This design comes from an exercise in tuning for small area, a short achievable clock period and few clock cycles per item on the open sky130 flow, not from production work. Only simulation tests tie the RTL to the original design; equivalence was not proved.

==> flow/design.v, too long to show whole: its modules and the start of the top module <==
// module kXor2: 3 lines
// module kXnor2: 3 lines
// module kOrN: 3 lines
// module kNand2: 3 lines
// module kNor2: 3 lines
// module kChi000: 5 lines
// module kChi001: 5 lines
// module kChi010: 5 lines
// module kChi011: 5 lines
// module kChi100: 5 lines
// module kChi101: 5 lines
// module kChi110: 5 lines
// module kChi111: 5 lines
// module keccakP: 4819 lines
// module Sha3512: 58 lines
// module kNextAbs: 6 lines
// module kAbsorb: 3 lines
// module kNext: 3 lines
module Sha3512(
	input  wire         inClk,
	input  wire         inInit,
	input  wire         inDataWr,
	input  wire [575:0] inData,
	output wire [575:0] outData,
	output wire         outBusy
);
  // ...
==> flow/flow/run.sh <==
#!/bin/bash
# Standard ORFS layout, except that the port buffers are buf_2 cells rather
# than the delay buffers buffer_ports picks by default.
set -euo pipefail
export BUFFER_PORTS_ARGS="-buffer_cell sky130_fd_sc_hd__buf_2"
bash standard.sh > flow_make.log 2>&1
==> flow/standard.sh <==
#!/bin/bash
# synth_recipe.tcl (not shown) runs the flow's synth.tcl, then flattens the netlist and writes it again
# the make line also repeats each setting of config.mk as NAME=value (left out here)
make -C /OpenROAD-flow-scripts/flow DESIGN_CONFIG=/design/flow/config.mk WORK_HOME=/design/flow/orfs CLKGATE_MAP_FILE= SYNTH_SCRIPT=/design/flow/synth_recipe.tcl "${@:-finish}"
==> flow/config.mk <==
export PLATFORM = sky130hd
export DESIGN_NAME = Sha3512
export DESIGN_NICKNAME = Sha3512
export VERILOG_FILES = /design/flow/design.v
export SDC_FILE = /design/flow/constraint.sdc
export NUM_CORES = 4
export LEC_CHECK = 0
export CAP_MARGIN = 30
export CORE_MARGIN = 2
export CORE_UTILIZATION = 50
export PLACE_DENSITY = 0.65
export SETUP_SLACK_MARGIN = 2.0
export SLEW_MARGIN = 30
export SYNTH_HIERARCHICAL = 1
export SYNTH_MINIMUM_KEEP_SIZE = 0
==> flow/constraint.sdc <==
create_clock -name core_clock -period 5.0 [get_ports {inClk}]
set_input_delay 1.0000 -clock core_clock [delete_from_list [all_inputs] [get_ports {inClk}]]
set_output_delay 1.0000 -clock core_clock [all_outputs]
set_load 0.01 [all_outputs]
==> impl_metrics.toml, run 1 <==
[yosys]
synthMuxAreaShare = 0.0006060
synth-xor-area-share = 0.4394
synth_cells = 11433
yosys-top-cells-count = "xnor2_1 (2818), xor2_1 (2567), dfxtp_1 (1613)"
synth_edf_count = 0

[layout]
nonClkBufAreaFrac = 0.1144
multi_input_area_share = 0.6018
syn_to_final_growth_pct = 40.44
nFillCells = 15737
nonClockInverterCount = 6

[setup_path]
cp_num_cells = 9
startpoint_type = "flop"
r2r_slack_ps = 1540
slowest_delay_ps = 710

[place]
placed_cell_area_sq_um = 119800
place_congestion = 1.266

[sta]
fmax_ghz = 0.2894
hold_slack_ps = 495.3
drv_slew = 0
fin_crit_sh = 0.6911

[drt]
wl_met3_um = 122600
wl_per_cell_um = 43.09
finalWirelength_um = 706200
highest_layer = "met5"

[outcome]
status = "timing/DRC/antenna clean"

[hold_path]
hold_path_depth = 4

[global_route]
grt_max_degree = 160
use_met3 = 0.3543

[clock_network]
clockRootBuffer = "clkbuf_16"
cts_buffers = 190

[die]
core_sq_um = 214000
Testbench counts, summed over its fixed seeds: cycles 12,417, blocks 489.
==> run 2: changes to the inputs <==
--- a/flow/config.mk
+++ b/flow/config.mk
@@ -10,5 +10,5 @@
 export CORE_UTILIZATION = 50
 export PLACE_DENSITY = 0.65
-export SETUP_SLACK_MARGIN = 2.0
+export SETUP_SLACK_MARGIN = 1.8
 export SLEW_MARGIN = 30
 export SYNTH_HIERARCHICAL = 1
==> run 2 against run 1 <==
  * Sequential share of layout area increased by 1.7 points
  * First-iteration DRC count decreased by 0.15%
  * Count of clock-buffer cells in the layout unchanged
  * Register-to-register slack got worse by 290 ps
  * Wire length decreased by 1.6%
  * Critical path type unchanged
  * Largest cell class unchanged
==> impl_metrics.toml, run 2 <==
[die]
die_w_um = 467.4
die_area_sq_um = 218500
core_sq_um = 214000
dieHeight_um = 467.4
start_util = 0.5018
ios = 1156
rows = 170

[setup_path]
startpoint = "regState[1042]$_DFF_P_"
crit_arrival_ps = 4600
reg2reg_to = "regState[1057]$_DFF_P_"
r2r_slack_ps = 1250
setup.worst_path.class = "flop to flop"
cp_max_fo = 5
reg2regPathDepth = 8
cp-end-kind = "flop"
critPathRequiredTime_ps = 5850
startpoint_type = "flop"
r2r_start = "regState[1042]$_DFF_P_"

[clock_network]
clk_latency_ps = 930
cts_max_path_buffers = 3
cts_max_level = 4
hold_buffers = 0
clockRootBuffer = "clkbuf_16"
path_clk_slew_ps = 60
tritoncts = "done"
cts_buffers = 190
clock-sinks = 1613

[yosys]
yosys-top-cells-count = "xnor2_1 (2818), xor2_1 (2567), dfxtp_1 (1613)"
synth_cells = 11433
synth-seq-area-share = 0.3008
syn_avg_cell_area_sq_um = 9.391
synthDistinctLibCells = 43
ys_seq_elements = 1613
ys_async_sr_fraction = 0
syn_area_sq_um = 107400
yosysTopAreaCell = "dfxtp_1"
post-synth-top-count-cell = "xnor2_1"
synth_warnings = 7
post-synth-top-area-fraction = 0.3008
synth_area_leaders = "dfxtp_1 (30%), xnor2_1 (23%), xor2_1 (21%), a22o_1 (13%), nand2_1 (4.3%)"
synth-main-ff-cell = "dfxtp_1"
synth_edf_count = 0

[drt]
highest_layer = "met5"
dr_total_vias = 102618
viasPerCell = 6.469
drtIter0Drc = 17676
wl_met2_um = 256800
wl_met3_um = 117900
wl_per_cell_um = 43.82
firstDrtPassIters = 8
finalWirelength_um = 695200
met1_length_um = 227100
antenna_left = 0
drc = 0

[layout]
final_layout_size_suffix_gt1_frac = 0.2551
final_common_cell = "xnor2_1"
largest_register_ffs = 1600
syn_to_final_growth_pct = 29.94
top_register = "regState"
nNetsFinal = 13404
most-common-layout-cells = "xnor2_1 (2333), xor2_1 (1802), a22o_1 (1600)"

[run]
max-cap-violations = 0

[global_route]
antenna_found_initial = 49
grt_usage = 0.6100
grt_max_degree = 160
grt_overflow = 0
grt_pass1_wl_um = 876500
grt_pass1_vias = 91082

[hold_path]
min_path_type = "primary input to flop"
hold_start = "inData[475]"
min_to = "regState[475]$_DFF_P_"
hold_path_depth = 4

[place]
place_congestion = 1.266
hpwl_um = 580800
io_buffers = 1091

[sta]
worstMarginPinSlew_ps = 1208
setup_viol = 0
tns_ps = 0
finClkSkew_ps = 41.53
rsz0062_at_grt = "true"
fin_crit_sh = 0.7493
min_period_ps = 3746
fmax_ghz = 0.2669
hold_violations = 0
slew_headroom = 0.1885
drv_slew = 0

[outcome]
status = "timing/DRC/antenna clean"
-- run 2: cell count changes in the layout (fill, tap and decap cells not counted), moves of 3 or more --
cell     previous run  this run
buf_4             891       513
xor2_1           1578      1802
xnor2_1          2230      2333
xor2_4            465       279
xor2_2            525       487
xnor2_4           242       171
dfxtp_2            64        16
diode_2            43        49
buf_12            243        92
dfxtp_1          1548      1597
buf_6               8         5
xnor2_2           346       314
-- run 2: metal layers --
metal  vias to the layer above  global-route usage
li1                      39650                   -
met1                     50256              0.6704
met2                      9863              0.7914
met3                      2821              0.3428
met4                        28              0.6236
met5                         -             0.04414
-- run 2: through the flow --
step | utilization | cells | hold slack (ps) | setup WS [ps] | cell area [sq um]
after global routing | 0.6515 | 15824 | 509.1 | 1492 | 139400
after CTS | 0.6221 | 15733 | 459.8 | 1560 | 133100
after global placement | 0.5519 | 15357 | 516.1 | 559.2 | 118100
final | 0.6520 | 15864 | 468.3 | 1254 | 139500
after floorplan | - | 11496 | 502.5 | -14110 | 107600
after detailed placement | 0.5599 | 15370 | 518.1 | 1077 | 119800
-- run 2: per-module statistics from Yosys, one instance, submodules excluded, excerpt --
module	flip-flops and latches	times used	area [sq um]
kNand2	0	640	3.754
kAbsorb	0	576	12.51
Sha3512	1613	1	37240
kOrN	0	320	6.256
kXnor2	0	2240	8.758
kNor2	0	640	3.754
kNext	0	1600	8.758
-- run 2: final cells by class --
class	count	area [sq um]
multi-input combinational	9296	85400
fill	17095	74470
sequential	1613	32310
timing repair buffer	1710	11370
clock buffer	264	5583
tap	2838	3551
clock inverter	88	1154
antenna	49	122.6
inverter	6	25.02
-- run 2: worst max-delay path: stages, from the launching register on --
cell and delay [ps]:
dfxtp_1 470, xor2_1 200, xor2_1 280, xor2_1 560
xor2_2 330, xnor2_1 1030, nor2_1 150, xnor2_1 430
a22o_1 210
-- run 2: logic make-up after synthesis --
group,Yosys count,share of synthesized area
XOR/XNOR,5386,0.4394
AND/OR/NAND/NOR,2210,0.08523
AO/OA/AOI/OAI,1623,0.1322
flip-flops,1613,0.3008
buffers and inverters,587,0.04085
adder cells (fa/ha/maj),8,0.0009323
multiplexers,5,0.0006060
other,1,0.00003493
-- run 2: how the worst max path moves through the flow --
stage,endpoint
after floorplan,regState[0]$_DFF_P_
after detailed placement,regState[649]$_DFF_P_
final,regState[1057]$_DFF_P_
after global placement,regState[90]$_DFF_P_
after global routing,regState[1057]$_DFF_P_
after CTS,regState[1304]$_DFF_P_
-- run 2: timing repair --
item,CTS,global route
setup buffers,11,81
endpoints found under the setup margin,1126,967
pin swaps,20,82
resized for setup,763,568
==> run 3: changes to the inputs <==
--- a/flow/config.mk
+++ b/flow/config.mk
@@ -9,6 +9,7 @@
 export CORE_MARGIN = 2
 export CORE_UTILIZATION = 50
+export CTS_BUF_LIST = sky130_fd_sc_hd__clkbuf_8
 export PLACE_DENSITY = 0.65
-export SETUP_SLACK_MARGIN = 1.8
+export SETUP_SLACK_MARGIN = 2.0
 export SLEW_MARGIN = 30
 export SYNTH_HIERARCHICAL = 1
==> run 3 against run 2 <==
  * Still clean
  * Flip-flop and latch count unchanged
  * Non-clock buffer count increased by 535
  * Via count increased by 4.0%
  * Critical endpoint is now regState[1314]$_DFF_P_
  * Largest cell class unchanged
==> impl_metrics.toml, run 3 <==
[outcome]
status = "timing/DRC/antenna clean"

[global_route]
grt_pass1_wl_um = 885600
grt_usage = 0.6170
grt_overflow = 0
grt_max_degree = 160
grt_pass1_vias = 93653
antenna_found_initial = 50

[yosys]
post-synth-top-count-cell = "xnor2_1"
yosys-top-cells-count = "xnor2_1 (2818), xor2_1 (2567), dfxtp_1 (1613)"
synth-main-ff-cell = "dfxtp_1"
yosysTopAreaCell = "dfxtp_1"
synth_warnings = 7
ys_async_sr_fraction = 0
ys_seq_elements = 1613
post-synth-top-area-fraction = 0.3008
synth_edf_count = 0
syn_area_sq_um = 107400
synth_cells = 11433
synthDistinctLibCells = 43
synth_area_leaders = "dfxtp_1 (30%), xnor2_1 (23%), xor2_1 (21%), a22o_1 (13%), nand2_1 (4.3%)"
synth-seq-area-share = 0.3008
syn_avg_cell_area_sq_um = 9.391

[sta]
rsz0062_at_grt = "true"
fin_crit_sh = 0.6582
slew_headroom = 0.1600
hold_violations = 0
worstMarginPinSlew_ps = 1260
tns_ps = 0
setup_viol = 0
fmax_ghz = 0.3039
min_period_ps = 3291
drv_slew = 0
finClkSkew_ps = 62.73

[die]
ios = 1156
die_w_um = 467.4
rows = 170
start_util = 0.5018
die_area_sq_um = 218500
core_sq_um = 214000
dieHeight_um = 467.4

[setup_path]
crit_arrival_ps = 4300
crit_family = "XOR/XNOR gates"
cp_common_cell = "xor2_2"
setup.worst_path.class = "flop to flop"
startpoint_type = "flop"
cp-end-kind = "flop"
cp_max_fo = 5
crit_chain = "xor2_1, xor2_2, buf_4, xor2_4, xor2_2, nand2_1, xnor2_1, a22o_1"
startpoint = "regState[571]$_DFF_P_"
r2r_start = "regState[571]$_DFF_P_"
critPathRequiredTime_ps = 6010
crit_buf_inv = 1
slowest_delay_ps = 680
crit_path_top_delay_cell = "xor2_2"

[drt]
viasPerCell = 6.431
highest_layer = "met5"
wl_met2_um = 260000
drc = 0
met1_length_um = 226100
drtIter0Drc = 18316
finalWirelength_um = 708000
wl_per_cell_um = 42.68
wl_met3_um = 124600
dr_total_vias = 106679
antenna_left = 0
firstDrtPassIters = 7

[clock_network]
path_clk_slew_ps = 60
cts_max_path_buffers = 4
cts_buffers = 319
clock-sinks = 1613
tritoncts = "done"
clockRootBuffer = "clkbuf_8"
clk_latency_ps = 1140
cts_max_level = 5

[hold_path]
min_path_type = "primary input to flop"
hold_start = "inData[305]"

[layout]
largest_register_ffs = 1600
final_common_cell = "xnor2_1"
syn_to_final_growth_pct = 40.57
final_layout_size_suffix_gt1_frac = 0.3211
most-common-layout-cells = "xnor2_1 (2220), a22o_1 (1600), xor2_1 (1564)"
top_register = "regState"
nNetsFinal = 14068
postLayoutCellArea_sq_um = 150900

[place]
io_buffers = 1091
hpwl_um = 580800
place_congestion = 1.266
placed_cell_area_sq_um = 119800

[run]
max-cap-violations = 0
## run 3: cell types whose count changed in the layout (fill, tap and decap cells not counted), moves of 93 or more
cell       change
xor2_4       +217
buf_12       +148
xnor2_1      -113
buf_4        +383
inv_1         +93
clkbuf_8     +351
clkbuf_16    -198
xor2_1       -238
## run 3: stage by stage
step           cells  hold WS [ps]  worst slack, ps    util
6_report       16588         254.6             1709  0.7053
5_1_grt        16540         299.5             1771  0.7048
4_1_cts        16105         201.0             1761  0.6592
3_5_place_dp   15370         518.1             1077  0.5599
3_3_place_gp   15357         516.1            559.2  0.5519
2_1_floorplan  11496         502.5           -14110       -
## run 3: Yosys stat by module, one instance, submodules excluded, excerpt
module | copies in the design | area [sq um]
Sha3512 | 1 | 37240
kAbsorb | 576 | 12.51
kNext | 1600 | 8.758
kXnor2 | 2240 | 8.758
kXor2 | 2567 | 8.758
kOrN | 320 | 6.256
kNand2 | 640 | 3.754
kNor2 | 640 | 3.754
## run 3: path summary, 6_finish.rpt
path	endpoint	slack, ps	cells after the start
worst max-delay path	regState[1314]$_DFF_P_	1710	8
worst min-delay path	regState[305]$_DFF_P_	250	4
worst max register to register	regState[1314]$_DFF_P_	1710	8
worst min register to register	regState[1293]$_DFF_P_	540	1
## run 3: timing repair
action | in CTS | in global routing
buffers inserted | 197 | 431
setup endpoints to repair | 1574 | 1198
gates resized for setup | 1516 | 560
hold buffers | 0 | 0
pin swaps | 132 | 218
## run 3: cells by family after synthesis
kind of cell / count (synthesis) / synth area share
xor gates and xnor gates: 5386 / 0.4394
and+or+nand+nor: 2210 / 0.08523
AOI/OAI and AO/OA: 1623 / 0.1322
DFF: 1613 / 0.3008
buffers and inverters: 587 / 0.04085
adders and majority gates: 8 / 0.0009323
muxes: 5 / 0.0006060
other: 1 / 0.00003493
## run 3: layout make-up
cell class                      instances  area, sq um
Clock buffer                          390         5368
Tap cell                             2838         3551
Clock inverter                        148        799.5
Fill cell                           15763        63060
Timing Repair Buffer                 2245        17250
Antenna cell                           52        130.1
Inverter                                6        25.02
Multi-Input combinational cell       9296        91390
Sequential cell                      1613        32420
## run 3: per-layer routing
layer	track usage	vias up
met2	0.7971	10775
met1	0.6648	51862
met5	0.03052	-
li1	-	40842
met4	0.6427	38
met3	0.3676	3162
## run 3: worst min-delay path, cell delays in order
cell     delay [ps]
buf_2            70
nand2_1          50
xnor2_1         120
a22o_1          110

separate check: timing with driven ports:
How much do the figures lean on ideal ports? The routed layouts below were timed once more, with nothing changed but the port constraints. Step 1 (the two cells are an assumption about what drives the block):
set clk [get_ports {inClk}]
set_driving_cell -lib_cell sky130_fd_sc_hd__clkbuf_16 $clk
set_driving_cell -lib_cell sky130_fd_sc_hd__buf_2 [delete_from_list [all_inputs] $clk]
Step 2, shift: input delay + t, output delay - t, t = (earliest + latest rising clock arrival at the registers) / 2. This alone moves slack from input paths to output paths. Slacks: ideal / step 1 / step 2; pairs: ideal / step 1.
| run | t (ns) | setup WS [ns] | cell pins on the clock port's net |
|---|---|---|---|
| run 1 | 0.996 | 1.545 / 1.545 / 1.545 | 1 |
| run 2 | 1.022 | 1.254 / 1.254 / 1.254 | 1 |
| run 3 | 1.225 | 1.709 / 1.709 / 1.675 | 1 |
After both steps every run listed still meets setup and hold. For run 3, which loses most, drivers alone change the setup slack by 0.000 ns; drivers and shift together by -0.034 ns.
